This is an optimization exercise on Yosys and OpenROAD, whose aim is small area, not a production implementation.
At most, simulation tests tie the RTL to the original design; equivalence was not proved.
Power and IR drop assume default switching activity.

red:
## tpumac
module tpumac
 #(parameter BITS_AB=8,
   parameter BITS_C=16)
  (
   input clk, rst_n, WrEn, en,
   input signed [BITS_AB-1:0] Ain,
   input signed [BITS_AB-1:0] Bin,
   input signed [BITS_C-1:0] Cin,
   output reg signed [BITS_AB-1:0] Aout,
   output reg signed [BITS_AB-1:0] Bout,
   output reg signed [BITS_C-1:0] Cout
  );
Size in the first run: about 290 cells after synthesis, about 3200 um2 of cells after synthesis.
clock: 5.2 ns
lec_check: 0
cap_margin: 20
core_margin: 2
core_utilization: 40
gpl_timing_driven: 0
slew_margin: 20
standard.sh (not shown) runs the stock make flow with config.mk's settings and CLKGATE_MAP_FILE= SYNTH_SCRIPT=/design/flow/synth_recipe.tcl, a recipe that flattens the netlist after the stock synthesis.
==> flow/flow/run.sh <==
#!/bin/bash
# Own layout flow: the standard synthesis is run unchanged (it names the registers), then
# its combinational mapping is replaced by flow/netlist.v, the same circuit as rtl/tpumac.sv
# mapped cell for cell by gen/gen.py, after checking that both have the same registers (name
# and cell type). The rest is the standard layout, with the port buffers made of buf_1.
set -euo pipefail
R=orfs/results/${FLOW_PLATFORM}/tpumac/base
bash standard.sh synth > run_synth.log 2>&1
python3 flow/swap.py "$R/1_2_yosys.v" flow/netlist.v > run_swap.log 2>&1
rm -f "$R/1_synth.odb" "$R/1_synth.sdc"
export BUFFER_PORTS_ARGS="-buffer_cell sky130_fd_sc_hd__buf_1"
export CTS_ARGS="-sink_clustering_enable -repair_clock_nets -dont_use_dummy_load -sink_clustering_size 32 -sink_clustering_max_diameter 200 -buf_list {sky130_fd_sc_hd__clkbuf_4 sky130_fd_sc_hd__clkbuf_8}"
bash standard.sh finish > run_finish.log 2>&1
Other scripts of this flow, unchanged in this note and not shown: flow/flow/netlist.v, flow/flow/swap.py
Every stage of the flow completed for red, and the final layout passed the timing, design-rule and antenna checks.
Changes in blue relative to red:
--- a/flow/flow/run.sh
+++ b/flow/flow/run.sh
@@ -12 +11,0 @@
-export CTS_ARGS="-sink_clustering_enable -repair_clock_nets -dont_use_dummy_load -sink_clustering_size 32 -sink_clustering_max_diameter 200 -buf_list {sky130_fd_sc_hd__clkbuf_4 sky130_fd_sc_hd__clkbuf_8}"
[summary]
Looking at the reports, blue completed the entire flow and the layout it produced met the timing, design-rule and antenna checks. The flow did not stop early for red: all stages ran, and the layout cleared the timing, design-rule and antenna checks. Lower final area was reported by red, not blue. blue vs red, global-route usage went up by 0.19 points. On global-route track usage on met1, blue and red are basically level. Diff red -> blue: average routed wire per standard cell saw an increase; area growth from synthesis to layout saw an increase.
Function was not checked in any run of this note: the RTL went through the layout flow alone.


Another version of the RTL of tpumac (not shown whole).
Size in the first run: about 270 cells after synthesis, roughly 68 I/O pins, ~3000 sq um of cells after synthesis.
clock: 5.2 ns
lec_check: 0
cap_margin: 20
core_margin: 2
core_utilization: 60
gpl_timing_driven: 0
slew_margin: 20
==> flow/flow/run.sh <==
#!/bin/bash
# Own layout flow: the standard synthesis is run unchanged (it names the registers), then
# its combinational mapping is replaced by flow/netlist.v, the same circuit as rtl/tpumac.sv
# mapped cell for cell by gen/gen.py, after checking that both have the same registers (name
# and cell type). The rest is the standard layout, with the port buffers made of buf_1.
set -euo pipefail
R=orfs/results/${FLOW_PLATFORM}/tpumac/base
bash standard.sh synth > run_synth.log 2>&1
python3 flow/swap.py "$R/1_2_yosys.v" flow/netlist.v > run_swap.log 2>&1
rm -f "$R/1_synth.odb" "$R/1_synth.sdc"
export BUFFER_PORTS_ARGS="-buffer_cell sky130_fd_sc_hd__buf_1"
export CTS_ARGS="-sink_clustering_enable -repair_clock_nets -dont_use_dummy_load -root_buf sky130_fd_sc_hd__clkbuf_4 -buf_list {sky130_fd_sc_hd__clkbuf_4}"
bash standard.sh finish > run_finish.log 2>&1
Other scripts of this flow, unchanged in this note and not shown: flow/flow/netlist.v, flow/flow/swap.py
The baseline went through all stages and came out clean.
Edit:
- CORE_UTILIZATION: 60 -> 75
The new run produced a clean layout; power is higher by a few percent; routed wire length is higher by about a fifth; synthesized cell count does not change; fmax shrinks slightly; final cell count fell by a few percent; die area goes down by about a fifth; worst setup slack gets worse by 0.024 ns.

## what the ideal ports hide
No port has a modelled driver above. Below, the same layouts with a new extraction and two added sets of constraints. Step 1 (the two cells are an assumption about what drives the block):
set clk [get_ports {clk}]
set_driving_cell -lib_cell sky130_fd_sc_hd__clkbuf_16 $clk
set_driving_cell -lib_cell sky130_fd_sc_hd__buf_2 [delete_from_list [all_inputs] $clk]
Step 2 moves the port delays by t, midway between the first and last clock arrival at a register: inputs arrive t later, outputs are due t later. That takes back most of the time a late clock gives input paths. Three values: no drivers, after step 1, after step 2; two values: the first two.
| run | t, ns | setup WS [ns] | clock arrival spread, ns |
|---|---|---|---|
| red | 0.314 | 0.346 / 0.358 / 0.044 | 0.013 / 0.013 |
| blue | 0.320 | 0.356 / 0.367 / 0.047 | 0.010 / 0.009 |
| the first run of note 2 | 0.359 | 0.235 / 0.239 / -0.120 | 0.024 / 0.024 |
| the second run of note 2 | 0.353 | 0.211 / 0.212 / -0.141 | 0.014 / 0.014 |
With both steps, setup timing fails in the first run of note 2 and the second run of note 2, where it was met with ideal ports. For the first run of note 2, which loses most, drivers alone change the setup slack by +0.004 ns; drivers and shift together by -0.355 ns.
